Source: an optimization exercise on an open RTL-to-GDS flow (aim: small area). Production flows keep margins and buffers that such runs may drop. Where RTL was checked, it was by simulation tests only, not by an equivalence proof against the original. Only the layout flow was run in runs 2 to 5; the RTL was not checked for function there.

==> flow/design.v <==
module conv1 (
  input clock,
  input reset,
  input vld_in,
  input [5:0][15:0] in,
  output vld_out,
  output [63:0][15:0] out
);
  reg vld_r;
  always @(posedge clock) vld_r <= vld_in & ~reset;
  assign vld_out = vld_r;
  wire [15:0] i0 = in[0];
  wire [15:0] i1 = in[1];
  wire [15:0] i2 = in[2];
  wire [15:0] i3 = in[3];
  wire [15:0] i4 = in[4];
  wire [15:0] i5 = in[5];
  wire [15:0] a0 = i2 + ~i3;
  wire [15:0] a1 = ~i1 + i5 + 16'd1;
  wire [15:0] a2 = i4 + ~i5 + 16'd1;
  wire [15:0] a3 = i3 + i4;
  wire [15:0] a4 = i0 + i1;
  wire [15:0] a5 = i2 + i3;
  wire [15:0] a6 = i0 + a5;
  wire [15:0] a7 = ~i2 + a3 + 16'd1;
  wire [15:0] a8 = i1 + ~i2;
  wire [15:0] a9 = i0 + ~a8;
  wire [15:0] a10 = i2 + i5;
  wire [15:0] a11 = i1 + a10;
  wire [15:0] a12 = i0 + a2;
  wire [15:0] a13 = i4 + a0 + 16'd1;
  wire [15:0] a14 = i0 + ~a1 + 16'd1;
  wire [15:0] a15 = a2 + ~a4 + 16'd1;
  wire [15:0] a16 = i4 + a10;
  wire [15:0] a17 = i0 + a16;
  wire [15:0] a18 = a5 + ~a12 + 16'd1;
  wire [15:0] a19 = ~a8 + ~a18 + 16'd1;
  wire [15:0] a20 = a1 + ~a6 + 16'd1;
  wire [15:0] a21 = ~a2 + a9 + 16'd1;
  wire [15:0] a22 = ~a5 + ~a15 + 16'd2;
  reg [15:0] r0;
  always @(posedge clock) r0 <= i1;
  reg [15:0] r1;
  always @(posedge clock) r1 <= a0;
  reg [15:0] r2;
  always @(posedge clock) r2 <= a15;
  reg [15:0] r3;
  always @(posedge clock) r3 <= a18;
  reg [15:0] r4;
  always @(posedge clock) r4 <= a6;
  reg [15:0] r5;
  always @(posedge clock) r5 <= a1;
  reg [15:0] r6;
  always @(posedge clock) r6 <= a7;
  reg [15:0] r7;
  always @(posedge clock) r7 <= a9;
  reg [15:0] r8;
  always @(posedge clock) r8 <= a11;
  reg [15:0] r9;
  always @(posedge clock) r9 <= a2;
  reg [15:0] r10;
  always @(posedge clock) r10 <= i4;
  reg [15:0] r11;
  always @(posedge clock) r11 <= a3;
  reg [15:0] r12;
  always @(posedge clock) r12 <= a12;
  reg [15:0] r13;
  always @(posedge clock) r13 <= a13;
  reg [15:0] r14;
  always @(posedge clock) r14 <= a14;
  reg [15:0] r15;
  always @(posedge clock) r15 <= a19;
  reg [15:0] r16;
  always @(posedge clock) r16 <= a22;
  reg [15:0] r17;
  always @(posedge clock) r17 <= a17;
  reg [15:0] r18;
  always @(posedge clock) r18 <= a20;
  reg [15:0] r19;
  always @(posedge clock) r19 <= a4;
  reg [15:0] r20;
  always @(posedge clock) r20 <= i2;
  reg [15:0] r21;
  always @(posedge clock) r21 <= a21;
  wire [15:0] b0 = r9 + ~r10 + 16'd1;
  wire [15:0] b1 = ~r4 + r17 + 16'd1;
  wire [15:0] b2 = r9 + ~r11 + 16'd1;
  wire [15:0] b3 = r9 + r20;
  wire [15:0] b4 = r4 + ~r12 + 16'd1;
  wire [15:0] b5 = r9 + r4 + ~r14 + 16'd1;
  wire [15:0] b6 = ~r17 + r19 + 16'd1;
  wire [15:0] b7 = r0 + ~r13 + 16'd1;
  wire [15:0] b8 = ~r5 + ~r10 + 16'd2;
  wire [15:0] b9 = ~r8 + r20 + 16'd1;
  wire [15:0] b10 = r7 + ~r17 + 16'd1;
  wire [15:0] b11 = ~r8 + r13 + 16'd1;
  wire [15:0] b12 = r1 + ~r8 + 16'd2;
  wire [15:0] b13 = r8 + ~r11 + 16'd1;
  wire [15:0] b14 = r0 + r13;
  wire [15:0] b15 = r8 + ~r10 + 16'd1;
  wire [15:0] b16 = r15 + ~r20 + 16'd1;
  wire [15:0] b17 = ~r6 + ~r13 + r15 + 16'd2;
  wire [15:0] b18 = ~r1 + r21;
  wire [15:0] b19 = ~r4 + r8 + 16'd1;
  wire [15:0] b20 = ~r6 + ~r7 + 16'd2;
  wire [15:0] b21 = ~r15 + ~r20 + 16'd2;
  wire [15:0] b22 = ~r7 + ~r9 + 16'd2;
  wire [15:0] b23 = ~r0 + r17 + 16'd1;
  wire [15:0] b24 = ~r7 + ~r11 + 16'd2;
  wire [15:0] b25 = ~r11 + ~r8 + r19 + 16'd2;
  wire [15:0] b26 = r9 + r13 + ~r12 + 16'd1;
  wire [15:0] b27 = r1 + ~r12 + 16'd2;
  wire [15:0] b28 = ~r11 + r12 + 16'd1;
  wire [15:0] b29 = r0 + r15;
  wire [15:0] b30 = ~r0 + r14 + 16'd1;
  wire [15:0] b31 = ~r6 + r12 + 16'd1;
  wire [15:0] b32 = ~r1 + ~r12 + 16'd1;
  wire [15:0] b33 = ~r5 + r7 + 16'd1;
  wire [15:0] b34 = ~r4 + r10 + 16'd1;
  wire [15:0] b35 = ~r4 + r9 + 16'd1;
  wire [15:0] b36 = r0 + ~r3 + 16'd1;
  wire [15:0] b37 = r13 + ~r14 + 16'd1;
  wire [15:0] b38 = ~r1 + r19;
  wire [15:0] b39 = r10 + r6 + ~r2 + 16'd1;
  wire [15:0] b40 = ~r10 + r14 + 16'd1;
  wire [15:0] b41 = ~r1 + r2;
  wire [15:0] b42 = ~r1 + ~r14 + 16'd1;
  wire [15:0] b43 = r10 + r13 + ~r2 + 16'd1;
  wire [15:0] b44 = ~r11 + ~r18 + 16'd2;
  wire [15:0] b45 = r9 + ~r20 + ~r14 + 16'd2;
  wire [15:0] b46 = r0 + r17;
  wire [15:0] b47 = ~r10 + r18 + 16'd1;
  wire [15:0] b48 = ~r15 + r12 + r17 + 16'd1;
  assign out[0] = b43;
  assign out[1] = b33;
  assign out[2] = r21;
  assign out[3] = b29;
  assign out[4] = b45;
  assign out[5] = r2;
  assign out[6] = b6;
  assign out[7] = b2;
  assign out[8] = b9;
  assign out[9] = b15;
  assign out[10] = b32;
  assign out[11] = b17;
  assign out[12] = b21;
  assign out[13] = b23;
  assign out[14] = b16;
  assign out[15] = b34;
  assign out[16] = b3;
  assign out[17] = r0;
  assign out[18] = b37;
  assign out[19] = r17;
  assign out[20] = b19;
  assign out[21] = b0;
  assign out[22] = b46;
  assign out[23] = b26;
  assign out[24] = b28;
  assign out[25] = r15;
  assign out[26] = r5;
  assign out[27] = b40;
  assign out[28] = r14;
  assign out[29] = b24;
  assign out[30] = b30;
  assign out[31] = b39;
  assign out[32] = b10;
  assign out[33] = b18;
  assign out[34] = b35;
  assign out[35] = b38;
  assign out[36] = r3;
  assign out[37] = b42;
  assign out[38] = b27;
  assign out[39] = b31;
  assign out[40] = b22;
  assign out[41] = b7;
  assign out[42] = b12;
  assign out[43] = b13;
  assign out[44] = b38;
  assign out[45] = r8;
  assign out[46] = b41;
  assign out[47] = b36;
  assign out[48] = r16;
  assign out[49] = b47;
  assign out[50] = 16'd0;
  assign out[51] = b1;
  assign out[52] = r18;
  assign out[53] = b4;
  assign out[54] = b44;
  assign out[55] = r6;
  assign out[56] = b12;
  assign out[57] = b14;
  assign out[58] = b11;
  assign out[59] = b48;
  assign out[60] = b20;
  assign out[61] = b25;
  assign out[62] = b5;
  assign out[63] = b8;
endmodule
==> flow/flow/run.sh <==
#!/bin/bash
# Layout flow: standard synthesis (for the register list), then the hand-mapped
# adder netlist generated by flow/gen.py from flow/plan.json replaces the
# synthesized netlist; the rest is the standard ORFS flow, with port buffers
# of the smallest buffer cell.
set -eo pipefail
R=orfs/results/sky130hd/conv1/base
bash standard.sh synth > std_synth.log 2>&1
cp $R/1_2_yosys.v std_1_2_yosys.v
python3 flow/gen.py flow/plan.json std_1_2_yosys.v hand_netlist.v > gen.log 2>&1
cp hand_netlist.v $R/1_2_yosys.v
rm -f $R/1_synth.odb
bash standard.sh BUFFER_PORTS_ARGS="-buffer_cell sky130_fd_sc_hd__buf_1" PLACE_PINS_ARGS="-min_distance 1 -min_distance_in_tracks" POST_GLOBAL_PLACE_TCL=$PWD/flow/post_gpl.tcl finish > std_finish.log 2>&1
==> flow/flow/gen.py <==
# Generates the hand-mapped gate netlist for conv1 from plan.json.
# usage: python3 gen.py plan.json std_netlist.v out_netlist.v
import json, sys, re, random, os
sys.path.insert(0, os.path.dirname(os.path.abspath(__file__)))
from nlgen3 import generate, write
plan = json.load(open(sys.argv[1]))
std = open(sys.argv[2]).read()
ffs = re.findall(r"sky130_fd_sc_hd__(dfxtp_\d)\s+(\\\S+|\S+)\s*\(", std)
stdnames = set(n for t, n in ffs)
# register-bit signatures from random simulation of the plan
M = 0xFFFF
rnd = random.Random(1)
N = 256
sigs = {}
vals = []
for t in range(N):
    x = [rnd.randrange(65536) for _ in range(6)]
    v = {f"i{j}": x[j] for j in range(6)}
    for nd in plan['nodes']:
        if nd['stage'] != 'A': continue
        op = lambda n, i: (~v[n]) & M if i else v[n]
        if nd.get('type') == 'inc': v[nd['name']] = (op(nd['a'], nd['inva']) + 1) & M
        else: v[nd['name']] = (sum(op(s_, i_) for s_, i_ in nd['ops']) + nd['const']) & M
    vals.append({r['name']: v[r['src']] for r in plan['regs']})
def sig(r, i): return tuple((vals[t][r] >> i) & 1 for t in range(N))
def ffn(r, i): return f"\\{r}[{i}]$_DFF_P_"
alias = {}
present = {}
for r in plan['regs']:
    for i in range(16):
        s = sig(r['name'], i)
        if ffn(r['name'], i) in stdnames: present.setdefault(s, (r['name'], i))
for r in plan['regs']:
    for i in range(16):
        if ffn(r['name'], i) not in stdnames:
            s = sig(r['name'], i)
            assert s in present, ('missing reg bit', r['name'], i)
            alias[(r['name'], i)] = present[s]
def ffname(r, i):
    if r == 'vld_r': return "\\vld_r$_DFF_P_ "
    return ffn(r, i) + " "
nl, assigns = generate(plan, ffname=ffname, alias=alias)
mine = len(re.findall(r"dfxtp_1", "\n".join(nl.lines)))
print('std ffs', len(ffs), 'mine', mine, 'aliases', alias)
assert mine == len(ffs)
write(nl, assigns, sys.argv[3])
print('area', round(nl.area, 1))
==> flow/flow/post_gpl.tcl <==
# Upsize the input-port buffers that buffer_ports inserted (they drive the
# stage-A fanout); output-port buffers stay at the smallest buffer cell.
foreach c [get_cells input*] {
  if {[regexp {^input[0-9]+$} [get_full_name $c]] && [get_property $c ref_name] eq "sky130_fd_sc_hd__buf_1"} {
    replace_cell $c sky130_fd_sc_hd__buf_4
  }
}
==> flow/standard.sh <==
#!/bin/bash
# synth_recipe.tcl (not shown) runs the flow's synth.tcl, then flattens the netlist and writes it again
# the make line also repeats each setting of config.mk as NAME=value (left out here)
make -C /OpenROAD-flow-scripts/flow DESIGN_CONFIG=/design/flow/config.mk WORK_HOME=/design/flow/orfs CLKGATE_MAP_FILE= SYNTH_SCRIPT=/design/flow/synth_recipe.tcl "${@:-finish}"
==> flow/config.mk <==
export PLATFORM = sky130hd
export DESIGN_NAME = conv1
export DESIGN_NICKNAME = conv1
export VERILOG_FILES = /design/flow/design.v
export SDC_FILE = /design/flow/constraint.sdc
export NUM_CORES = 8
export LEC_CHECK = 0
export CAP_MARGIN = 20
export CORE_MARGIN = 2
export CORE_UTILIZATION = 50
export GPL_TIMING_DRIVEN = 1
export SETUP_SLACK_MARGIN = 0.25
export SLEW_MARGIN = 20
==> flow/constraint.sdc <==
create_clock -name core_clock -period 6.0 [get_ports {clock}]
set_input_delay 1.2000 -clock core_clock [delete_from_list [all_inputs] [get_ports {clock}]]
set_output_delay 1.2000 -clock core_clock [all_outputs]
set_load 0.01 [all_outputs]
Not shown: flow/flow/nlgen3.py, flow/flow/plan.json
==> qor.txt, run 1 <==
Hold Path Depth: 2
Via/cell ratio: 5.49
Hold Path Origin: reset
Worst-path clk slew: 60 ps
Largest delay contributor family on the critical path: compound AO/OA/AOI/OAI gates
TAP cells: 1,070
Met2 WL: 75,500 µm
Longest Clk Path Bufs: 3
WL met3: 22,200 µm
IO Pins: 1,124
Met2 GRT Util: 60.0%
Clk root buf: clkbuf_16
Iteration-0 DRC count of the detailed router: 3,969
CTS tree: done
Die width: 292 µm
Clock buf count: 63
Initial core utilization: 50.4%
CP required: 4800 ps
Layout cells sized above 1: 17.3%
Worst Setup EP: out[239]
Post-CTS Resized: 245
Maxcap violations: 0
Non-filler instance count after layout: 7,926
Multi-input combinational area share: 65.5%
Max Fclk: 0.177 GHz
Worst slack at placement: -247 ps
Setup WS post-layout: 360 ps
Top sig layer: met5
M3 GR Usage: 10.5%
Commonest non-fill, non-tap cell in the layout: xor2_1
Outcome: finished clean
First-pass GRT wire length: 264,000 µm
==> run 2, diff against run 1 <==
==> flow/design.v (replaced) <==
module conv1 (
  input clock,
  input reset,
  input vld_in,
  input [5:0][15:0] in,
  output vld_out,
  output [63:0][15:0] out
);
  reg vld_r;
  always @(posedge clock) vld_r <= vld_in & ~reset;
  assign vld_out = vld_r;
  wire [15:0] i0 = in[0];
  wire [15:0] i1 = in[1];
  wire [15:0] i2 = in[2];
  wire [15:0] i3 = in[3];
  wire [15:0] i4 = in[4];
  wire [15:0] i5 = in[5];
  wire [15:0] a0 = i2 + i4;
  wire [15:0] a1 = i2 + ~i4;
  wire [15:0] a2 = i0 + i1;
  wire [15:0] a3 = ~i1 + i5 + 16'd1;
  wire [15:0] a4 = i3 + i5;
  wire [15:0] a5 = i0 + ~a4 + 16'd1;
  wire [15:0] a6 = i3 + a0;
  wire [15:0] a7 = i5 + a2;
  wire [15:0] a8 = i3 + ~a1;
  wire [15:0] a9 = i1 + ~i3 + 16'd1;
  wire [15:0] a10 = i0 + ~a9;
  wire [15:0] a11 = i0 + ~a3 + 16'd1;
  wire [15:0] a12 = i2 + i5;
  wire [15:0] a13 = i1 + a12;
  wire [15:0] a14 = ~i1 + a5;
  wire [15:0] a15 = ~a0 + ~a3 + 16'd2;
  wire [15:0] a16 = a1 + a4 + 16'd1;
  wire [15:0] a17 = a9 + ~a15 + 16'd1;
  wire [15:0] a18 = a4 + a15;
  wire [15:0] a19 = i4 + a5;
  wire [15:0] a20 = ~i0 + ~a16 + 16'd2;
  wire [15:0] a21 = ~a6 + ~a11 + 16'd2;
  wire [15:0] a22 = ~a2 + a17 + 16'd1;
  reg [15:0] r0;
  always @(posedge clock) r0 <= a14;
  reg [15:0] r1;
  always @(posedge clock) r1 <= i4;
  reg [15:0] r2;
  always @(posedge clock) r2 <= a5;
  reg [15:0] r3;
  always @(posedge clock) r3 <= a6;
  reg [15:0] r4;
  always @(posedge clock) r4 <= a0;
  reg [15:0] r5;
  always @(posedge clock) r5 <= i2;
  reg [15:0] r6;
  always @(posedge clock) r6 <= a7;
  reg [15:0] r7;
  always @(posedge clock) r7 <= a8;
  reg [15:0] r8;
  always @(posedge clock) r8 <= a1;
  reg [15:0] r9;
  always @(posedge clock) r9 <= i1;
  reg [15:0] r10;
  always @(posedge clock) r10 <= a10;
  reg [15:0] r11;
  always @(posedge clock) r11 <= a11;
  reg [15:0] r12;
  always @(posedge clock) r12 <= a2;
  reg [15:0] r13;
  always @(posedge clock) r13 <= a15;
  reg [15:0] r14;
  always @(posedge clock) r14 <= i5;
  reg [15:0] r15;
  always @(posedge clock) r15 <= a21;
  reg [15:0] r16;
  always @(posedge clock) r16 <= a16;
  reg [15:0] r17;
  always @(posedge clock) r17 <= a20;
  reg [15:0] r18;
  always @(posedge clock) r18 <= a17;
  reg [15:0] r19;
  always @(posedge clock) r19 <= a3;
  reg [15:0] r20;
  always @(posedge clock) r20 <= a22;
  reg [15:0] r21;
  always @(posedge clock) r21 <= a18;
  reg [15:0] r22;
  always @(posedge clock) r22 <= a19;
  reg [15:0] r23;
  always @(posedge clock) r23 <= a13;
  wire [15:0] b0 = ~r6 + r12 + 16'd1;
  wire [15:0] b1 = ~r5 + r18 + 16'd1;
  wire [15:0] b2 = r13 + ~r21 + 16'd1;
  wire [15:0] b3 = r4 + ~r14 + 16'd1;
  wire [15:0] b4 = r3 + ~r9 + 16'd1;
  wire [15:0] b5 = r5 + r13;
  wire [15:0] b6 = r5 + ~r23 + 16'd1;
  wire [15:0] b7 = r8 + ~r23 + 16'd2;
  wire [15:0] b8 = ~r12 + r22 + 16'd1;
  wire [15:0] b9 = r2 + ~r12 + 16'd1;
  wire [15:0] b10 = r14 + ~r7 + r9 + 16'd1;
  wire [15:0] b11 = r18 + ~r19 + 16'd1;
  wire [15:0] b12 = ~r1 + r23 + 16'd1;
  wire [15:0] b13 = r0 + ~r8 + 16'd1;
  wire [15:0] b14 = r0 + ~r1 + 16'd2;
  wire [15:0] b15 = r0 + r1 + 16'd1;
  wire [15:0] b16 = r14 + ~r1 + r10 + 16'd2;
  wire [15:0] b17 = ~r10 + r14;
  wire [15:0] b18 = ~r1 + ~r10 + 16'd1;
  wire [15:0] b19 = ~r0 + ~r4 + 16'd1;
  wire [15:0] b20 = r14 + ~r7 + r10 + 16'd2;
  wire [15:0] b21 = ~r0 + ~r3 + 16'd1;
  wire [15:0] b22 = r10 + r18 + 16'd1;
  wire [15:0] b23 = ~r4 + ~r10 + 16'd1;
  wire [15:0] b24 = r2 + ~r4 + 16'd1;
  wire [15:0] b25 = r5 + ~r22 + 16'd1;
  wire [15:0] b26 = ~r19 + r20 + 16'd1;
  wire [15:0] b27 = ~r7 + r21 + r20 + 16'd1;
  wire [15:0] b28 = ~r9 + r11 + 16'd1;
  wire [15:0] b29 = r2 + r5;
  wire [15:0] b30 = ~r11 + r21 + 16'd1;
  wire [15:0] b31 = ~r14 + r16 + r22 + 16'd1;
  wire [15:0] b32 = r12 + ~r13 + 16'd1;
  wire [15:0] b33 = r14 + r17;
  wire [15:0] b34 = ~r3 + r6 + 16'd1;
  wire [15:0] b35 = r12 + ~r16 + 16'd1;
  wire [15:0] b36 = r14 + r1 + ~r20 + 16'd1;
  wire [15:0] b37 = r6 + r7;
  wire [15:0] b38 = ~r1 + r11 + 16'd1;
  wire [15:0] b39 = r1 + ~r6 + 16'd1;
  wire [15:0] b40 = ~r6 + r7 + 16'd1;
  wire [15:0] b41 = r14 + ~r23 + ~r2 + 16'd2;
  wire [15:0] b42 = r12 + r18;
  wire [15:0] b43 = r8 + r11 + 16'd1;
  wire [15:0] b44 = ~r8 + ~r12 + 16'd1;
  wire [15:0] b45 = r4 + r6;
  wire [15:0] b46 = r1 + r15;
  wire [15:0] b47 = r3 + r6;
  assign out[0] = b42;
  assign out[1] = b31;
  assign out[2] = b20;
  assign out[3] = r22;
  assign out[4] = b44;
  assign out[5] = b39;
  assign out[6] = r13;
  assign out[7] = b2;
  assign out[8] = b6;
  assign out[9] = b12;
  assign out[10] = b30;
  assign out[11] = b14;
  assign out[12] = b19;
  assign out[13] = b22;
  assign out[14] = b13;
  assign out[15] = b33;
  assign out[16] = b3;
  assign out[17] = r9;
  assign out[18] = r20;
  assign out[19] = b32;
  assign out[20] = b17;
  assign out[21] = b0;
  assign out[22] = b45;
  assign out[23] = b26;
  assign out[24] = r2;
  assign out[25] = b15;
  assign out[26] = r19;
  assign out[27] = b38;
  assign out[28] = r11;
  assign out[29] = b23;
  assign out[30] = b28;
  assign out[31] = b37;
  assign out[32] = b7;
  assign out[33] = b16;
  assign out[34] = r17;
  assign out[35] = b36;
  assign out[36] = b25;
  assign out[37] = b41;
  assign out[38] = b27;
  assign out[39] = b29;
  assign out[40] = b21;
  assign out[41] = r21;
  assign out[42] = b9;
  assign out[43] = b10;
  assign out[44] = b36;
  assign out[45] = r23;
  assign out[46] = b40;
  assign out[47] = b35;
  assign out[48] = b34;
  assign out[49] = r15;
  assign out[50] = 16'd0;
  assign out[51] = b1;
  assign out[52] = b46;
  assign out[53] = r16;
  assign out[54] = b43;
  assign out[55] = r7;
  assign out[56] = b9;
  assign out[57] = b11;
  assign out[58] = b8;
  assign out[59] = b47;
  assign out[60] = b18;
  assign out[61] = b24;
  assign out[62] = b4;
  assign out[63] = b5;
endmodule
==> flow/flow/plan.json (replaced) <==
{"nodes": [{"name": "a0", "stage": "A", "ops": [["i2", false], ["i4", false]], "const": 0, "lvl": 1, "kf": 1, "la": true, "_opol": [[0, 0, 0, 0, 0, 0, 0, 0, 0, 0, 0, 0, 0, 0, 0, 0], [0, 0, 0, 0, 0, 0, 0, 0, 0, 0, 0, 0, 0, 0, 0, 0]]}, {"name": "a1", "stage": "A", "ops": [["i2", false], ["i4", true]], "const": 0, "lvl": 1, "kf": 3, "la": false, "_opol": [[0, 0, 0, 0, 0, 0, 0, 0, 0, 0, 0, 0, 0, 0, 0, 0], [1, 1, 1, 1, 1, 1, 1, 1, 1, 1, 1, 1, 1, 1, 1, 1]]}, {"name": "a2", "stage": "A", "ops": [["i0", false], ["i1", false]], "const": 0, "lvl": 1, "kf": 3, "la": false, "_opol": [[0, 0, 0, 0, 0, 0, 0, 0, 0, 0, 0, 0, 0, 0, 0, 0], [0, 0, 0, 0, 0, 0, 0, 0, 0, 0, 0, 0, 0, 0, 0, 0]]}, {"name": "a3", "stage": "A", "ops": [["i1", true], ["i5", false]], "const": 1, "lvl": 1, "kf": 1, "la": true, "_opol": [[1, 1, 1, 1, 1, 1, 1, 1, 1, 1, 1, 1, 1, 1, 1, 1], [0, 0, 0, 0, 0, 0, 0, 0, 0, 0, 0, 0, 0, 0, 0, 0]]}, {"name": "a4", "stage": "A", "ops": [["i3", false], ["i5", false]], "const": 0, "lvl": 1, "kf": 2, "la": false, "_opol": [[0, 0, 0, 0, 0, 0, 0, 0, 0, 0, 0, 0, 0, 0, 0, 0], [0, 0, 0, 0, 0, 0, 0, 0, 0, 0, 0, 0, 0, 0, 0, 0]]}, {"name": "a5", "stage": "A", "ops": [["i0", false], ["a4", true]], "const": 1, "lvl": 2, "kf": 3, "la": false, "_opol": [[0, 0, 0, 0, 0, 0, 0, 0, 0, 0, 0, 0, 0, 0, 0, 0], [0, 1, 0, 1, 0, 1, 0, 1, 0, 1, 0, 1, 0, 1, 0, 1]]}, {"name": "a6", "stage": "A", "ops": [["i3", false], ["a0", false]], "const": 0, "lvl": 2, "kf": 2, "la": false, "_opol": [[0, 0, 0, 0, 0, 0, 0, 0, 0, 0, 0, 0, 0, 0, 0, 0], [0, 0, 0, 0, 0, 0, 0, 0, 0, 0, 0, 0, 0, 0, 0, 0]]}, {"name": "a7", "stage": "A", "ops": [["i5", false], ["a2", false]], "const": 0, "lvl": 2, "kf": 4, "la": false, "_opol": [[0, 0, 0, 0, 0, 0, 0, 0, 0, 0, 0, 0, 0, 0, 0, 0], [0, 0, 0, 0, 0, 0, 0, 0, 0, 0, 0, 0, 0, 0, 0, 0]]}, {"name": "a8", "stage": "A", "ops": [["i3", false], ["a1", true]], "const": 0, "lvl": 2, "kf": 4, "la": false, "_opol": [[0, 0, 0, 0, 0, 0, 0, 0, 0, 0, 0, 0, 0, 0, 0, 0], [1, 1, 1, 1, 1, 1, 1, 1, 1, 1, 1, 1, 1, 1, 1, 1]]}, {"name": "a9", "stage": "A", "ops": [["i1", false], ["i3", true]], "const": 1, "lvl": 1, "kf": 1, "la": true, "_opol": [[0, 0, 0, 0, 0, 0, 0, 0, 0, 0, 0, 0, 0, 0, 0, 0], [1, 1, 1, 1, 1, 1, 1, 1, 1, 1, 1, 1, 1, 1, 1, 1]]}, {"name": "a10", "stage": "A", "ops": [["i0", false], ["a9", true]], "const": 0, "lvl": 2, "kf": 4, "la": false, "_opol": [[0, 0, 0, 0, 0, 0, 0, 0, 0, 0, 0, 0, 0, 0, 0, 0], [1, 0, 1, 0, 1, 0, 1, 0, 1, 0, 1, 0, 1, 0, 1, 1]]}, {"name": "a11", "stage": "A", "ops": [["i0", false], ["a3", true]], "const": 1, "lvl": 2, "kf": 2, "la": false, "_opol": [[0, 0, 0, 0, 0, 0, 0, 0, 0, 0, 0, 0, 0, 0, 0, 0], [1, 1, 1, 1, 1, 1, 1, 1, 1, 1, 1, 1, 1, 1, 1, 1]]}, {"name": "a12", "stage": "A", "ops": [["i2", false], ["i5", false]], "const": 0, "lvl": 1, "kf": 4, "la": false, "_opol": [[0, 0, 0, 0, 0, 0, 0, 0, 0, 0, 0, 0, 0, 0, 0, 0], [0, 0, 0, 0, 0, 0, 0, 0, 0, 0, 0, 0, 0, 0, 0, 0]]}, {"name": "a13", "stage": "A", "ops": [["i1", false], ["a12", false]], "const": 0, "lvl": 2, "kf": 4, "la": false, "_opol": [[0, 0, 0, 0, 0, 0, 0, 0, 0, 0, 0, 0, 0, 0, 0, 0], [1, 0, 0, 0, 1, 0, 1, 0, 1, 0, 1, 0, 1, 0, 1, 0]]}, {"name": "a14", "stage": "A", "ops": [["i1", true], ["a5", false]], "const": 0, "lvl": 3, "kf": 3, "la": false, "_opol": [[1, 1, 1, 1, 1, 1, 1, 1, 1, 1, 1, 1, 1, 1, 1, 1], [0, 0, 0, 0, 0, 0, 0, 0, 0, 0, 0, 0, 0, 0, 0, 0]]}, {"name": "a15", "stage": "A", "ops": [["a0", true], ["a3", true]], "const": 2, "lvl": 2, "kf": 1, "la": true, "_opol": [[1, 1, 1, 1, 1, 1, 1, 1, 1, 1, 1, 1, 1, 1, 1, 1], [1, 1, 1, 1, 1, 1, 1, 1, 1, 1, 1, 1, 1, 1, 1, 1]]}, {"name": "a16", "stage": "A", "ops": [["a1", false], ["a4", false]], "const": 1, "lvl": 2, "kf": 2, "la": false, "_opol": [[0, 0, 0, 0, 0, 0, 0, 0, 0, 0, 0, 0, 0, 0, 0, 0], [1, 0, 1, 0, 1, 0, 1, 0, 1, 0, 1, 0, 1, 0, 1, 0]]}, {"name": "a17", "stage": "A", "ops": [["a9", false], ["a15", true]], "const": 1, "lvl": 3, "kf": 1, "la": true, "_opol": [[0, 1, 0, 1, 0, 1, 0, 1, 0, 1, 0, 1, 0, 1, 0, 0], [1, 1, 1, 1, 1, 1, 1, 1, 1, 1, 1, 1, 1, 1, 1, 1]]}, {"name": "a18", "stage": "A", "ops": [["a4", false], ["a15", false]], "const": 0, "lvl": 3, "kf": 2, "la": false, "_opol": [[1, 0, 1, 0, 1, 0, 1, 0, 1, 0, 1, 0, 1, 0, 1, 0], [0, 0, 0, 0, 0, 0, 0, 0, 0, 0, 0, 0, 0, 0, 0, 0]]}, {"name": "a19", "stage": "A", "ops": [["i4", false], ["a5", false]], "const": 0, "lvl": 3, "kf": 4, "la": false, "_opol": [[0, 0, 0, 0, 0, 0, 0, 0, 0, 0, 0, 0, 0, 0, 0, 0], [0, 0, 0, 0, 0, 0, 0, 0, 0, 0, 0, 0, 0, 0, 0, 0]]}, {"name": "a20", "stage": "A", "ops": [["i0", true], ["a16", true]], "const": 2, "lvl": 3, "kf": 2, "la": false, "_opol": [[1, 1, 1, 1, 1, 1, 1, 1, 1, 1, 1, 1, 1, 1, 1, 1], [1, 1, 1, 1, 1, 1, 1, 1, 1, 1, 1, 1, 1, 1, 1, 1]]}, {"name": "a21", "stage": "A", "ops": [["a6", true], ["a11", true]], "const": 2, "lvl": 3, "kf": 2, "la": false, "_opol": [[1, 1, 1, 1, 1, 1, 1, 1, 1, 1, 1, 1, 1, 1, 1, 1], [1, 1, 1, 1, 1, 1, 1, 1, 1, 1, 1, 1, 1, 1, 1, 1]]}, {"name": "a22", "stage": "A", "ops": [["a2", true], ["a17", false]], "const": 1, "lvl": 4, "kf": 1, "la": true, "_opol": [[1, 1, 1, 1, 1, 1, 1, 1, 1, 1, 1, 1, 1, 1, 1, 1], [0, 0, 0, 0, 0, 0, 0, 0, 0, 0, 0, 0, 0, 0, 0, 0]]}, {"name": "b0", "stage": "B", "ops": [["r6", true], ["r12", false]], "const": 1, "lvl": 1, "kf": 1, "la": false, "_opol": [[1, 1, 1, 1, 1, 1, 1, 1, 1, 1, 1, 1, 1, 1, 1, 1], [0, 0, 0, 0, 0, 0, 0, 0, 0, 0, 0, 0, 0, 0, 0, 0]]}, {"name": "b1", "stage": "B", "ops": [["r5", true], ["r18", false]], "const": 1, "lvl": 1, "kf": 1, "la": false, "_opol": [[1, 1, 1, 1, 1, 1, 1, 1, 1, 1, 1, 1, 1, 1, 1, 1], [0, 0, 0, 0, 0, 0, 0, 0, 0, 0, 0, 0, 0, 0, 0, 0]]}, {"name": "b2", "stage": "B", "ops": [["r13", false], ["r21", true]], "const": 1, "lvl": 1, "kf": 1, "la": false, "_opol": [[0, 0, 0, 0, 0, 0, 0, 0, 0, 0, 0, 0, 0, 0, 0, 0], [1, 1, 1, 1, 1, 1, 1, 1, 1, 1, 1, 1, 1, 1, 1, 1]]}, {"name": "b3", "stage": "B", "ops": [["r4", false], ["r14", true]], "const": 1, "lvl": 1, "kf": 1, "la": false, "_opol": [[0, 0, 0, 0, 0, 0, 0, 0, 0, 0, 0, 0, 0, 0, 0, 0], [1, 1, 1, 1, 1, 1, 1, 1, 1, 1, 1, 1, 1, 1, 1, 1]]}, {"name": "b4", "stage": "B", "ops": [["r3", false], ["r9", true]], "const": 1, "lvl": 1, "kf": 1, "la": false, "_opol": [[0, 0, 0, 0, 0, 0, 0, 0, 0, 0, 0, 0, 0, 0, 0, 0], [1, 1, 1, 1, 1, 1, 1, 1, 1, 1, 1, 1, 1, 1, 1, 1]]}, {"name": "b5", "stage": "B", "ops": [["r5", false], ["r13", false]], "const": 0, "lvl": 1, "kf": 1, "la": false, "_opol": [[0, 0, 0, 0, 0, 0, 0, 0, 0, 0, 0, 0, 0, 0, 0, 0], [0, 0, 0, 0, 0, 0, 0, 0, 0, 0, 0, 0, 0, 0, 0, 0]]}, {"name": "b6", "stage": "B", "ops": [["r5", false], ["r23", true]], "const": 1, "lvl": 1, "kf": 1, "la": false, "_opol": [[0, 0, 0, 0, 0, 0, 0, 0, 0, 0, 0, 0, 0, 0, 0, 0], [1, 1, 1, 1, 1, 1, 1, 1, 1, 1, 1, 1, 1, 1, 1, 1]]}, {"name": "b7", "stage": "B", "ops": [["r8", false], ["r23", true]], "const": 2, "lvl": 1, "kf": 1, "la": false, "_opol": [[0, 0, 0, 0, 0, 0, 0, 0, 0, 0, 0, 0, 0, 0, 0, 0], [1, 1, 1, 1, 1, 1, 1, 1, 1, 1, 1, 1, 1, 1, 1, 1]]}, {"name": "b8", "stage": "B", "ops": [["r12", true], ["r22", false]], "const": 1, "lvl": 1, "kf": 1, "la": false, "_opol": [[1, 1, 1, 1, 1, 1, 1, 1, 1, 1, 1, 1, 1, 1, 1, 1], [0, 0, 0, 0, 0, 0, 0, 0, 0, 0, 0, 0, 0, 0, 0, 0]]}, {"name": "b9", "stage": "B", "ops": [["r2", false], ["r12", true]], "const": 1, "lvl": 1, "kf": 1, "la": false, "_opol": [[0, 0, 0, 0, 0, 0, 0, 0, 0, 0, 0, 0, 0, 0, 0, 0], [1, 1, 1, 1, 1, 1, 1, 1, 1, 1, 1, 1, 1, 1, 1, 1]]}, {"name": "b10", "stage": "B", "ops": [["r14", false], ["r7", true], ["r9", false]], "const": 1, "lvl": 1, "kf": 1, "la": false, "_opol": [[0, 0, 0, 0, 0, 0, 0, 0, 0, 0, 0, 0, 0, 0, 0, 0], [1, 1, 1, 1, 1, 1, 1, 1, 1, 1, 1, 1, 1, 1, 1, 1]]}, {"name": "b11", "stage": "B", "ops": [["r18", false], ["r19", true]], "const": 1, "lvl": 1, "kf": 1, "la": false, "_opol": [[0, 0, 0, 0, 0, 0, 0, 0, 0, 0, 0, 0, 0, 0, 0, 0], [1, 1, 1, 1, 1, 1, 1, 1, 1, 1, 1, 1, 1, 1, 1, 1]]}, {"name": "b12", "stage": "B", "ops": [["r1", true], ["r23", false]], "const": 1, "lvl": 1, "kf": 1, "la": false, "_opol": [[1, 1, 1, 1, 1, 1, 1, 1, 1, 1, 1, 1, 1, 1, 1, 1], [0, 0, 0, 0, 0, 0, 0, 0, 0, 0, 0, 0, 0, 0, 0, 0]]}, {"name": "b13", "stage": "B", "ops": [["r0", false], ["r8", true]], "const": 1, "lvl": 1, "kf": 1, "la": false, "_opol": [[0, 0, 0, 0, 0, 0, 0, 0, 0, 0, 0, 0, 0, 0, 0, 0], [1, 1, 1, 1, 1, 1, 1, 1, 1, 1, 1, 1, 1, 1, 1, 1]]}, {"name": "b14", "stage": "B", "ops": [["r0", false], ["r1", true]], "const": 2, "lvl": 1, "kf": 1, "la": false, "_opol": [[0, 0, 0, 0, 0, 0, 0, 0, 0, 0, 0, 0, 0, 0, 0, 0], [1, 1, 1, 1, 1, 1, 1, 1, 1, 1, 1, 1, 1, 1, 1, 1]]}, {"name": "b15", "stage": "B", "ops": [["r0", false], ["r1", false]], "const": 1, "lvl": 1, "kf": 1, "la": false, "_opol": [[0, 0, 0, 0, 0, 0, 0, 0, 0, 0, 0, 0, 0, 0, 0, 0], [0, 0, 0, 0, 0, 0, 0, 0, 0, 0, 0, 0, 0, 0, 0, 0]]}, {"name": "b16", "stage": "B", "ops": [["r14", false], ["r1", true], ["r10", false]], "const": 2, "lvl": 1, "kf": 1, "la": false, "_opol": [[0, 0, 0, 0, 0, 0, 0, 0, 0, 0, 0, 0, 0, 0, 0, 0], [1, 1, 1, 1, 1, 1, 1, 1, 1, 1, 1, 1, 1, 1, 1, 1]]}, {"name": "b17", "stage": "B", "ops": [["r10", true], ["r14", false]], "const": 0, "lvl": 1, "kf": 1, "la": false, "_opol": [[1, 1, 1, 1, 1, 1, 1, 1, 1, 1, 1, 1, 1, 1, 1, 1], [0, 0, 0, 0, 0, 0, 0, 0, 0, 0, 0, 0, 0, 0, 0, 0]]}, {"name": "b18", "stage": "B", "ops": [["r1", true], ["r10", true]], "const": 1, "lvl": 1, "kf": 1, "la": false, "_opol": [[1, 1, 1, 1, 1, 1, 1, 1, 1, 1, 1, 1, 1, 1, 1, 1], [1, 1, 1, 1, 1, 1, 1, 1, 1, 1, 1, 1, 1, 1, 1, 1]]}, {"name": "b19", "stage": "B", "ops": [["r0", true], ["r4", true]], "const": 1, "lvl": 1, "kf": 1, "la": false, "_opol": [[1, 1, 1, 1, 1, 1, 1, 1, 1, 1, 1, 1, 1, 1, 1, 1], [1, 1, 1, 1, 1, 1, 1, 1, 1, 1, 1, 1, 1, 1, 1, 1]]}, {"name": "b20", "stage": "B", "ops": [["r14", false], ["r7", true], ["r10", false]], "const": 2, "lvl": 1, "kf": 1, "la": false, "_opol": [[0, 0, 0, 0, 0, 0, 0, 0, 0, 0, 0, 0, 0, 0, 0, 0], [1, 1, 1, 1, 1, 1, 1, 1, 1, 1, 1, 1, 1, 1, 1, 1]]}, {"name": "b21", "stage": "B", "ops": [["r0", true], ["r3", true]], "const": 1, "lvl": 1, "kf": 1, "la": false, "_opol": [[1, 1, 1, 1, 1, 1, 1, 1, 1, 1, 1, 1, 1, 1, 1, 1], [1, 1, 1, 1, 1, 1, 1, 1, 1, 1, 1, 1, 1, 1, 1, 1]]}, {"name": "b22", "stage": "B", "ops": [["r10", false], ["r18", false]], "const": 1, "lvl": 1, "kf": 1, "la": false, "_opol": [[0, 0, 0, 0, 0, 0, 0, 0, 0, 0, 0, 0, 0, 0, 0, 0], [0, 0, 0, 0, 0, 0, 0, 0, 0, 0, 0, 0, 0, 0, 0, 0]]}, {"name": "b23", "stage": "B", "ops": [["r4", true], ["r10", true]], "const": 1, "lvl": 1, "kf": 1, "la": false, "_opol": [[1, 1, 1, 1, 1, 1, 1, 1, 1, 1, 1, 1, 1, 1, 1, 1], [1, 1, 1, 1, 1, 1, 1, 1, 1, 1, 1, 1, 1, 1, 1, 1]]}, {"name": "b24", "stage": "B", "ops": [["r2", false], ["r4", true]], "const": 1, "lvl": 1, "kf": 1, "la": false, "_opol": [[0, 0, 0, 0, 0, 0, 0, 0, 0, 0, 0, 0, 0, 0, 0, 0], [1, 1, 1, 1, 1, 1, 1, 1, 1, 1, 1, 1, 1, 1, 1, 1]]}, {"name": "b25", "stage": "B", "ops": [["r5", false], ["r22", true]], "const": 1, "lvl": 1, "kf": 1, "la": false, "_opol": [[0, 0, 0, 0, 0, 0, 0, 0, 0, 0, 0, 0, 0, 0, 0, 0], [1, 1, 1, 1, 1, 1, 1, 1, 1, 1, 1, 1, 1, 1, 1, 1]]}, {"name": "b26", "stage": "B", "ops": [["r19", true], ["r20", false]], "const": 1, "lvl": 1, "kf": 1, "la": false, "_opol": [[1, 1, 1, 1, 1, 1, 1, 1, 1, 1, 1, 1, 1, 1, 1, 1], [0, 0, 0, 0, 0, 0, 0, 0, 0, 0, 0, 0, 0, 0, 0, 0]]}, {"name": "b27", "stage": "B", "ops": [["r7", true], ["r21", false], ["r20", false]], "const": 1, "lvl": 1, "kf": 1, "la": false, "_opol": [[1, 1, 1, 1, 1, 1, 1, 1, 1, 1, 1, 1, 1, 1, 1, 1], [0, 0, 0, 0, 0, 0, 0, 0, 0, 0, 0, 0, 0, 0, 0, 0]]}, {"name": "b28", "stage": "B", "ops": [["r9", true], ["r11", false]], "const": 1, "lvl": 1, "kf": 1, "la": false, "_opol": [[1, 1, 1, 1, 1, 1, 1, 1, 1, 1, 1, 1, 1, 1, 1, 1], [0, 0, 0, 0, 0, 0, 0, 0, 0, 0, 0, 0, 0, 0, 0, 0]]}, {"name": "b29", "stage": "B", "ops": [["r2", false], ["r5", false]], "const": 0, "lvl": 1, "kf": 1, "la": false, "_opol": [[0, 0, 0, 0, 0, 0, 0, 0, 0, 0, 0, 0, 0, 0, 0, 0], [0, 0, 0, 0, 0, 0, 0, 0, 0, 0, 0, 0, 0, 0, 0, 0]]}, {"name": "b30", "stage": "B", "ops": [["r11", true], ["r21", false]], "const": 1, "lvl": 1, "kf": 1, "la": false, "_opol": [[1, 1, 1, 1, 1, 1, 1, 1, 1, 1, 1, 1, 1, 1, 1, 1], [0, 0, 0, 0, 0, 0, 0, 0, 0, 0, 0, 0, 0, 0, 0, 0]]}, {"name": "b31", "stage": "B", "ops": [["r14", true], ["r16", false], ["r22", false]], "const": 1, "lvl": 1, "kf": 1, "la": false, "_opol": [[1, 1, 1, 1, 1, 1, 1, 1, 1, 1, 1, 1, 1, 1, 1, 1], [0, 0, 0, 0, 0, 0, 0, 0, 0, 0, 0, 0, 0, 0, 0, 0]]}, {"name": "b32", "stage": "B", "ops": [["r12", false], ["r13", true]], "const": 1, "lvl": 1, "kf": 1, "la": false, "_opol": [[0, 0, 0, 0, 0, 0, 0, 0, 0, 0, 0, 0, 0, 0, 0, 0], [1, 1, 1, 1, 1, 1, 1, 1, 1, 1, 1, 1, 1, 1, 1, 1]]}, {"name": "b33", "stage": "B", "ops": [["r14", false], ["r17", false]], "const": 0, "lvl": 1, "kf": 1, "la": false, "_opol": [[0, 0, 0, 0, 0, 0, 0, 0, 0, 0, 0, 0, 0, 0, 0, 0], [0, 0, 0, 0, 0, 0, 0, 0, 0, 0, 0, 0, 0, 0, 0, 0]]}, {"name": "b34", "stage": "B", "ops": [["r3", true], ["r6", false]], "const": 1, "lvl": 1, "kf": 1, "la": false, "_opol": [[1, 1, 1, 1, 1, 1, 1, 1, 1, 1, 1, 1, 1, 1, 1, 1], [0, 0, 0, 0, 0, 0, 0, 0, 0, 0, 0, 0, 0, 0, 0, 0]]}, {"name": "b35", "stage": "B", "ops": [["r12", false], ["r16", true]], "const": 1, "lvl": 1, "kf": 1, "la": false, "_opol": [[0, 0, 0, 0, 0, 0, 0, 0, 0, 0, 0, 0, 0, 0, 0, 0], [1, 1, 1, 1, 1, 1, 1, 1, 1, 1, 1, 1, 1, 1, 1, 1]]}, {"name": "b36", "stage": "B", "ops": [["r14", false], ["r1", false], ["r20", true]], "const": 1, "lvl": 1, "kf": 1, "la": false, "_opol": [[0, 0, 0, 0, 0, 0, 0, 0, 0, 0, 0, 0, 0, 0, 0, 0], [0, 0, 0, 0, 0, 0, 0, 0, 0, 0, 0, 0, 0, 0, 0, 0]]}, {"name": "b37", "stage": "B", "ops": [["r6", false], ["r7", false]], "const": 0, "lvl": 1, "kf": 1, "la": false, "_opol": [[0, 0, 0, 0, 0, 0, 0, 0, 0, 0, 0, 0, 0, 0, 0, 0], [0, 0, 0, 0, 0, 0, 0, 0, 0, 0, 0, 0, 0, 0, 0, 0]]}, {"name": "b38", "stage": "B", "ops": [["r1", true], ["r11", false]], "const": 1, "lvl": 1, "kf": 1, "la": false, "_opol": [[1, 1, 1, 1, 1, 1, 1, 1, 1, 1, 1, 1, 1, 1, 1, 1], [0, 0, 0, 0, 0, 0, 0, 0, 0, 0, 0, 0, 0, 0, 0, 0]]}, {"name": "b39", "stage": "B", "ops": [["r1", false], ["r6", true]], "const": 1, "lvl": 1, "kf": 1, "la": false, "_opol": [[0, 0, 0, 0, 0, 0, 0, 0, 0, 0, 0, 0, 0, 0, 0, 0], [1, 1, 1, 1, 1, 1, 1, 1, 1, 1, 1, 1, 1, 1, 1, 1]]}, {"name": "b40", "stage": "B", "ops": [["r6", true], ["r7", false]], "const": 1, "lvl": 1, "kf": 1, "la": false, "_opol": [[1, 1, 1, 1, 1, 1, 1, 1, 1, 1, 1, 1, 1, 1, 1, 1], [0, 0, 0, 0, 0, 0, 0, 0, 0, 0, 0, 0, 0, 0, 0, 0]]}, {"name": "b41", "stage": "B", "ops": [["r14", false], ["r23", true], ["r2", true]], "const": 2, "lvl": 1, "kf": 1, "la": false, "_opol": [[0, 0, 0, 0, 0, 0, 0, 0, 0, 0, 0, 0, 0, 0, 0, 0], [1, 1, 1, 1, 1, 1, 1, 1, 1, 1, 1, 1, 1, 1, 1, 1]]}, {"name": "b42", "stage": "B", "ops": [["r12", false], ["r18", false]], "const": 0, "lvl": 1, "kf": 1, "la": false, "_opol": [[0, 0, 0, 0, 0, 0, 0, 0, 0, 0, 0, 0, 0, 0, 0, 0], [0, 0, 0, 0, 0, 0, 0, 0, 0, 0, 0, 0, 0, 0, 0, 0]]}, {"name": "b43", "stage": "B", "ops": [["r8", false], ["r11", false]], "const": 1, "lvl": 1, "kf": 1, "la": false, "_opol": [[0, 0, 0, 0, 0, 0, 0, 0, 0, 0, 0, 0, 0, 0, 0, 0], [0, 0, 0, 0, 0, 0, 0, 0, 0, 0, 0, 0, 0, 0, 0, 0]]}, {"name": "b44", "stage": "B", "ops": [["r8", true], ["r12", true]], "const": 1, "lvl": 1, "kf": 1, "la": false, "_opol": [[1, 1, 1, 1, 1, 1, 1, 1, 1, 1, 1, 1, 1, 1, 1, 1], [1, 1, 1, 1, 1, 1, 1, 1, 1, 1, 1, 1, 1, 1, 1, 1]]}, {"name": "b45", "stage": "B", "ops": [["r4", false], ["r6", false]], "const": 0, "lvl": 1, "kf": 1, "la": false, "_opol": [[0, 0, 0, 0, 0, 0, 0, 0, 0, 0, 0, 0, 0, 0, 0, 0], [0, 0, 0, 0, 0, 0, 0, 0, 0, 0, 0, 0, 0, 0, 0, 0]]}, {"name": "b46", "stage": "B", "ops": [["r1", false], ["r15", false]], "const": 0, "lvl": 1, "kf": 1, "la": false, "_opol": [[0, 0, 0, 0, 0, 0, 0, 0, 0, 0, 0, 0, 0, 0, 0, 0], [0, 0, 0, 0, 0, 0, 0, 0, 0, 0, 0, 0, 0, 0, 0, 0]]}, {"name": "b47", "stage": "B", "ops": [["r3", false], ["r6", false]], "const": 0, "lvl": 1, "kf": 1, "la": false, "_opol": [[0, 0, 0, 0, 0, 0, 0, 0, 0, 0, 0, 0, 0, 0, 0, 0], [0, 0, 0, 0, 0, 0, 0, 0, 0, 0, 0, 0, 0, 0, 0, 0]]}], "regs": [{"name": "r0", "src": "a14"}, {"name": "r1", "src": "i4"}, {"name": "r2", "src": "a5"}, {"name": "r3", "src": "a6"}, {"name": "r4", "src": "a0"}, {"name": "r5", "src": "i2"}, {"name": "r6", "src": "a7"}, {"name": "r7", "src": "a8"}, {"name": "r8", "src": "a1"}, {"name": "r9", "src": "i1"}, {"name": "r10", "src": "a10"}, {"name": "r11", "src": "a11"}, {"name": "r12", "src": "a2"}, {"name": "r13", "src": "a15"}, {"name": "r14", "src": "i5"}, {"name": "r15", "src": "a21"}, {"name": "r16", "src": "a16"}, {"name": "r17", "src": "a20"}, {"name": "r18", "src": "a17"}, {"name": "r19", "src": "a3"}, {"name": "r20", "src": "a22"}, {"name": "r21", "src": "a18"}, {"name": "r22", "src": "a19"}, {"name": "r23", "src": "a13"}], "outs": ["b42", "b31", "b20", "r22", "b44", "b39", "r13", "b2", "b6", "b12", "b30", "b14", "b19", "b22", "b13", "b33", "b3", "r9", "r20", "b32", "b17", "b0", "b45", "b26", "r2", "b15", "r19", "b38", "r11", "b23", "b28", "b37", "b7", "b16", "r17", "b36", "b25", "b41", "b27", "b29", "b21", "r21", "b9", "b10", "b36", "r23", "b40", "b35", "b34", "r15", null, "b1", "b46", "r16", "b43", "r7", "b9", "b11", "b8", "b47", "b18", "b24", "b4", "b5"], "cost": 22410, "conf": 3}
--- a/flow/config.mk
+++ b/flow/config.mk
@@ -10,4 +10,4 @@
 export CORE_UTILIZATION = 50
 export GPL_TIMING_DRIVEN = 1
-export SETUP_SLACK_MARGIN = 0.25
+export SETUP_SLACK_MARGIN = 0.0
 export SLEW_MARGIN = 20
==> run 2 against run 1 <==
Effect of this change:
- synthesized area shrank 1.9%
- synthesized cell count fell by 3.2%
- the flow now stops in global routing (5_1_grt)
==> qor.txt, run 2 <==
Outcome: stopped before the end (was finished clean)
Stage reached: global routing (5_1_grt)
Tool error: [ERROR GRT-0116] Global routing finished with congestion. Check the congestion regions in the DRC Viewer.
Grt ovf: 2
Placed Cells: 7,861 (was 7,822)
Initial core utilization: 50.4% (about the same)
H-tree depth: 2 (unchanged)
Post-detail-place hpwl: 160,000 µm (about the same)
Ys Warns: 1 (unchanged)
Die width: 289 µm (was 292 µm)
Number of global-route vias before repair: 40,300
Worst slack at placement: -491 ps (was -247 ps)
Clk root buf: clkbuf_16 (unchanged)
Cell Area, Synth: 40,500 µm² (was 41,300 µm²)
Pin count of the biggest net entering global routing: 16
IO Pins: 1,124 (unchanged)
# rows: 104 (was 105)
Area after DPL: 51,600 µm² (was 50,800 µm²)
I/O Buffers: 1,107 (unchanged)
Die H: 289 µm (was 292 µm)
Longest Clk Path Bufs: 3 (unchanged)
GR Util All Layers: 43.6%
TritonCTS Buffers: 46 (was 45)
Synthesized instance count: 4,991 (was 5,158)
Syn_area_per_cell: 8.12 µm² (was 8.01 µm²)
First-pass GRT wire length: 264,000 µm
==> run 2: worst min-delay path by stage <==
stage	depth (start not counted)	endpoint
2_1_floorplan	0	r14[0]
3_5_place_dp	2	vld_r
3_3_place_gp	2	vld_r
4_1_cts	1	r5[15]
==> run 2: metal layers <==
| layer | global-route usage, % | overflow |
|---|---|---|
| met1 | 50.9 | 0 |
| met2 | 71.1 | 2 |
| met3 | 12.5 | 0 |
| met4 | 25.6 | 0 |
| met5 | 0.0568 | 0 |
==> run 2: per-stage QoR <==
stage / hold slack [ps] / setup TNS, ps / utilization [%]
4_1_cts: 728 / 0 / 67.0
3_5_place_dp: 1360 / -5560 / 64.2
2_1_floorplan: 1230 / 0 / -
3_3_place_gp: 1350 / -3110 / 63.7
==> run 2: repair_timing <==
item	CTS
pin swaps	3
setup endpoints to repair	78
setup buffers	1
hold buffers	0
gates resized for setup	157
==> run 3, diff against run 2 <==
--- a/flow/config.mk
+++ b/flow/config.mk
@@ -10,4 +10,4 @@
 export CORE_UTILIZATION = 50
 export GPL_TIMING_DRIVEN = 1
-export SETUP_SLACK_MARGIN = 0.0
+export SETUP_SLACK_MARGIN = 0.05
 export SLEW_MARGIN = 20
==> run 3 against run 2 <==
Effect of this change:
- the run again fails in global routing (5_1_grt)
- synthesized area stayed put
- synthesized cell count stayed put
==> qor.txt, run 3 <==
Pin count of the biggest net entering global routing: 16
H-tree depth: 2 (unchanged)
Synthesized instance count: 4,991 (unchanged)
TritonCTS Buffers: 46 (unchanged)
Placed Cells: 7,861 (unchanged)
# rows: 104 (unchanged)
Cell Area, Synth: 40,500 µm² (unchanged)
Die H: 289 µm (unchanged)
Syn_area_per_cell: 8.12 µm² (unchanged)
Worst slack at placement: -491 ps (unchanged)
IO Pins: 1,124 (unchanged)
Grt ovf: 2
Number of global-route vias before repair: 40,400
Outcome: stopped before the end (unchanged)
Initial core utilization: 50.4% (unchanged)
First-pass GRT wire length: 265,000 µm
Longest Clk Path Bufs: 3 (unchanged)
Tool error: [ERROR GRT-0116] Global routing finished with congestion. Check the congestion regions in the DRC Viewer. (unchanged)
GR Util All Layers: 43.6%
Die width: 289 µm (unchanged)
Post-detail-place hpwl: 160,000 µm (unchanged)
I/O Buffers: 1,107 (unchanged)
Clk root buf: clkbuf_16 (unchanged)
Stage reached: global routing (5_1_grt) (unchanged)
Ys Warns: 1 (unchanged)
run 3: worst max-delay path by stage:
stage / end / slack (ps)
floorplan: r20[14] / 230
global placement: r17[15] / -370
detailed placement: r20[15] / -490
CTS: out[383] / 40
run 3: timing repair:
item	4_1_cts
gates resized for setup	185
setup buffers	2
pin swaps	6
hold buffers	0
hold endpoints to repair	0
setup endpoints to repair	90
run 3: routing by layer:
metal	track usage [%]	GRT overflow
met1	50.8	0
met2	70.9	2
met3	12.7	0
met4	26.4	0
met5	0	0
run 3: through the flow:
stage | instance area (µm²) | setup TNS (ps) | hold WS [ps]
2_1_floorplan | 40600 | 0 | 1230
3_3_place_gp | 51200 | -3110 | 1350
3_5_place_dp | 51600 | -5560 | 1360
4_1_cts | 54000 | 0 | 728
==> run 4, diff against run 3 <==
--- a/flow/config.mk
+++ b/flow/config.mk
@@ -8,5 +8,5 @@
 export CAP_MARGIN = 20
 export CORE_MARGIN = 2
-export CORE_UTILIZATION = 50
+export CORE_UTILIZATION = 45
 export GPL_TIMING_DRIVEN = 1
 export SETUP_SLACK_MARGIN = 0.05
==> run 4 against run 3 <==
Effect of this change:
- now clean on timing, DRC and antenna
- synthesized cell count did not move
- synthesized area did not move
==> qor.txt, run 4 <==
Outcome: finished clean (was stopped before the end)
Min Tclk post-route: 5890 ps
Longest Clk Path Bufs: 3 (unchanged)
Post-layout util: 62.7%
Worst slack at placement: -734 ps (was -491 ps)
GR Util All Layers: 41.8%
Area after DPL: 52,300 µm² (was 51,600 µm²)
Area of the die: 92,500 µm²
Via/cell ratio: 5.32
Vias: 43,400
Critical Path Fanout Max: 3
CP bufs+invs: 3
Worst-path clk slew: 60 ps
CP max-delay cell: xor2_1
CP startpoint: r14[1]
Pin count of the biggest net entering global routing: 16
WHS: 740 ps
WL met3: 16,400 µm
Grt ovf: 0
Area of the multi-input gates: 34,300 µm²
Worst EP arrival: 4690 ps
Critical path, cell by cell: buf_4 > fa_1 > xor2_2 > a21oi_2 > o21ai_2 > a21oi_2 > o21ai_2 > a21oi_4 > o21ai_4 > a21oi_2 > o21ai_4 > a21oi_2 > o21ai_2 > buf_4 > xor2_1 > buf_1
Met2 WL: 91,000 µm
Number of antenna violations at the first check in global routing: 5
FILL cells: 8,284
Drt wl/cell: 24.9 µm
Most frequent cells in the layout: xor2_1, buf_1, buf_4, xnor2_1, nand2_1
Hold Path Depth: 2
CP dominant cell by count: a21oi_2
Initial core utilization: 45.2% (was 50.4%)
Layout cells sized above 1: 20.0%
Met1 WL: 78,500 µm
# rows: 110 (was 104)
Cell Area, Synth: 40,500 µm² (unchanged)
Largest delay contributor family on the critical path: compound AO/OA/AOI/OAI gates
Slew Limit Fails: 0
Ys Warns: 1 (unchanged)
Final net count: 7,181
Setup-failing EPs final: 0
H-tree depth: 2 (unchanged)
Final period util: 98.1%
Endpoint type of the worst setup path: output pin
Clk root buf: clkbuf_16 (unchanged)
Fin. Hold Viols: 0
Setup WS post-layout: 112 ps
Synthesis-to-layout area growth: 38.6%
Max Fclk: 0.170 GHz
CP startpoint kind: register
Top sig layer: met5
Critical Path Max Stage Delay: 690 ps
HP Class: in2reg
Clk sinks: 385
Commonest non-fill, non-tap cell in the layout: xor2_1
Cell area after layout: 56,200 µm²
Non-filler instance count after layout: 8,164
TritonCTS Buffers: 47 (was 46)
1st-pass router iterations: 8
Sequential Area: 7770 µm²
CTS tree: done
Routed Antenna Nets: 0
IO Pins: 1,124 (unchanged)
Drc violations: 0
Die H: 304 µm (was 289 µm)
Slew HR: 28.0%
Synthesized instance count: 4,991 (unchanged)
Crit path kind: reg2out
I/O Buffers: 1,107 (unchanged)
Maxcap violations: 0
CTS Hold Bufs: 0 (unchanged)
CORE AREA: 89,600 µm²
Unrepaired setup endpoints after global routing: true
Hold Path Origin: reset
Routed WL: 203,000 µm
Worst-margin pin slew: 1080 ps
Die width: 304 µm (was 289 µm)
Syn_area_per_cell: 8.12 µm² (unchanged)
Post-detail-place hpwl: 171,000 µm (was 160,000 µm)
Min-Delay Endpoint: vld_r
First-pass GRT wire length: 282,000 µm
CP required: 4800 ps
Number of global-route vias before repair: 40,200
Iteration-0 DRC count of the detailed router: 3,527
Placed Cells: 8,041 (was 7,861)
## run 4: worst max-delay path by stage
stage | slack, ps | depth (start not counted) | end
5_1_grt | -30 | 19 | out[575]
3_5_place_dp | -730 | 27 | r20[15]
4_1_cts | 0.9 | 21 | out[31]
3_3_place_gp | -640 | 26 | r20[14]
6_report | 110 | 16 | out[715]
2_1_floorplan | 230 | 24 | r20[14]
## run 4: per-stage QoR
| step | setup TNS [ps] |
|---|---|
| final | 0 |
| after detailed placement | -10450 |
| after floorplan | 0 |
| after CTS | 0 |
| after global placement | -8950 |
| after global routing | -89.7 |
## run 4: cell type report
cell class	instances	area share, %
diodes	5	0.0223
clock buffers	61	2.36
clock inverters	25	0.679
inverters	121	0.808
multi-input cells	4500	61.1
flip-flops and latches	385	13.8
well taps	1176	2.62
repair buffers	1891	18.6
## run 4: what timing repair did
item	in CTS	in global routing
pin swaps	3	63
setup endpoints to repair	115	140
gates resized for setup	183	294
setup buffers	1	32
## run 4: metal layers
metal  vias to the layer above  global-route usage, %
li1                      20000                      -
met1                     20700                   48.9
met2                      2101                   68.4
met3                       716                   9.26
met4                         2                   28.3
met5                         -                      0
==> run 5, diff against run 4 <==
--- a/flow/flow/run.sh
+++ b/flow/flow/run.sh
@@ -11,3 +11,3 @@
 cp hand_netlist.v $R/1_2_yosys.v
 rm -f $R/1_synth.odb
-bash standard.sh BUFFER_PORTS_ARGS="-buffer_cell sky130_fd_sc_hd__buf_1" PLACE_PINS_ARGS="-min_distance 1 -min_distance_in_tracks" POST_GLOBAL_PLACE_TCL=$PWD/flow/post_gpl.tcl finish > std_finish.log 2>&1
+bash standard.sh BUFFER_PORTS_ARGS="-buffer_cell sky130_fd_sc_hd__buf_1" PLACE_PINS_ARGS="-min_distance 1 -min_distance_in_tracks" POST_GLOBAL_PLACE_TCL=$PWD/flow/post_gpl.tcl ROUTING_LAYER_ADJUSTMENT=0.15 finish > std_finish.log 2>&1
--- a/flow/config.mk
+++ b/flow/config.mk
@@ -8,5 +8,5 @@
 export CAP_MARGIN = 20
 export CORE_MARGIN = 2
-export CORE_UTILIZATION = 45
+export CORE_UTILIZATION = 50
 export GPL_TIMING_DRIVEN = 1
 export SETUP_SLACK_MARGIN = 0.05
==> run 5 against run 4 <==
Effect of this change:
- the run now fails in global routing (5_1_grt)
- synthesized cell count is the same
- synthesized area is the same
==> qor.txt, run 5 <==
Longest Clk Path Bufs: 3 (unchanged)
IO Pins: 1,124 (unchanged)
H-tree depth: 2 (unchanged)
Synthesized instance count: 4,991 (unchanged)
I/O Buffers: 1,107 (unchanged)
Initial core utilization: 50.4% (was 45.2%)
Outcome: stopped before the end (was finished clean)
Post-detail-place hpwl: 160,000 µm (was 171,000 µm)
Die H: 289 µm (was 304 µm)
Pin count of the biggest net entering global routing: 16
Syn_area_per_cell: 8.12 µm² (unchanged)
Tool error: [ERROR GRT-0116] Global routing finished with congestion. Check the congestion regions in the DRC Viewer.
TritonCTS Buffers: 46 (was 47)
Die width: 289 µm (was 304 µm)
GR Util All Layers: 43.6%
Cell Area, Synth: 40,500 µm² (unchanged)
First-pass GRT wire length: 265,000 µm
# rows: 104 (was 110)
Clk root buf: clkbuf_16 (unchanged)
Stage reached: global routing (5_1_grt)
Number of global-route vias before repair: 40,400
Ys Warns: 1 (unchanged)
Area after DPL: 51,600 µm² (was 52,300 µm²)
Grt ovf: 2
-- run 5: worst min-delay path by stage --
| stage | startpoint | end | slack (ps) | depth (start not counted) |
|---|---|---|---|---|
| after floorplan | in[80] | r14[0] | 1230 | 0 |
| after global placement | reset | vld_r | 1350 | 2 |
| after detailed placement | reset | vld_r | 1360 | 2 |
| after CTS | in[47] | r5[15] | 730 | 1 |
-- run 5: stage by stage --
stage | instances | setup WS (ps) | setup TNS (ps)
after floorplan | 5006 | 227 | 0
after global placement | 7861 | -373 | -3110
after detailed placement | 7861 | -491 | -5560
after CTS | 7946 | 39.7 | 0
-- run 5: metal layers --
layer / track usage [%] / overflow
met1: 50.8 / 0
met2: 70.9 / 2
met3: 12.7 / 0
met4: 26.4 / 0
met5: 0 / 0
-- run 5: what timing repair did --
| action | CTS |
|---|---|
| pin swaps | 6 |
| buffers inserted | 2 |
| gates cloned | 0 |
| hold endpoints to repair | 0 |
| gates resized for setup | 185 |
| endpoints found under the setup margin | 90 |
| hold buffers | 0 |

what the ideal ports hide:
The flow's constraints put no driver on any port. The routed layouts listed below were extracted and timed again, unchanged, in two steps. Step 1 (the two cells are an assumption about what drives the block):
set clk [get_ports {clock}]
set_driving_cell -lib_cell sky130_fd_sc_hd__clkbuf_16 $clk
set_driving_cell -lib_cell sky130_fd_sc_hd__buf_2 [delete_from_list [all_inputs] $clk]
Step 2 adds t to the input delays and takes it off the output delays; t is the mean of the earliest and latest rising clock arrival at the registers after step 1. Input paths then give back, and output paths get back, about the clock's delay inside the block. Three values: ideal, step 1, step 2; two values: the first two.
run	t, ns	setup slack, ns	worst register clock-pin slew, ns	pins driven straight from the clock port
run 1	0.675	0.360 / 0.291 / -0.068	0.07 / 0.07	1
run 4	0.672	0.112 / 0.036 / -0.362	0.07 / 0.07	1
Met with ideal ports but missed after step 2: setup timing in run 1 and run 4. For run 4, which loses most, drivers alone change the setup slack by -0.076 ns; drivers and shift together by -0.474 ns.
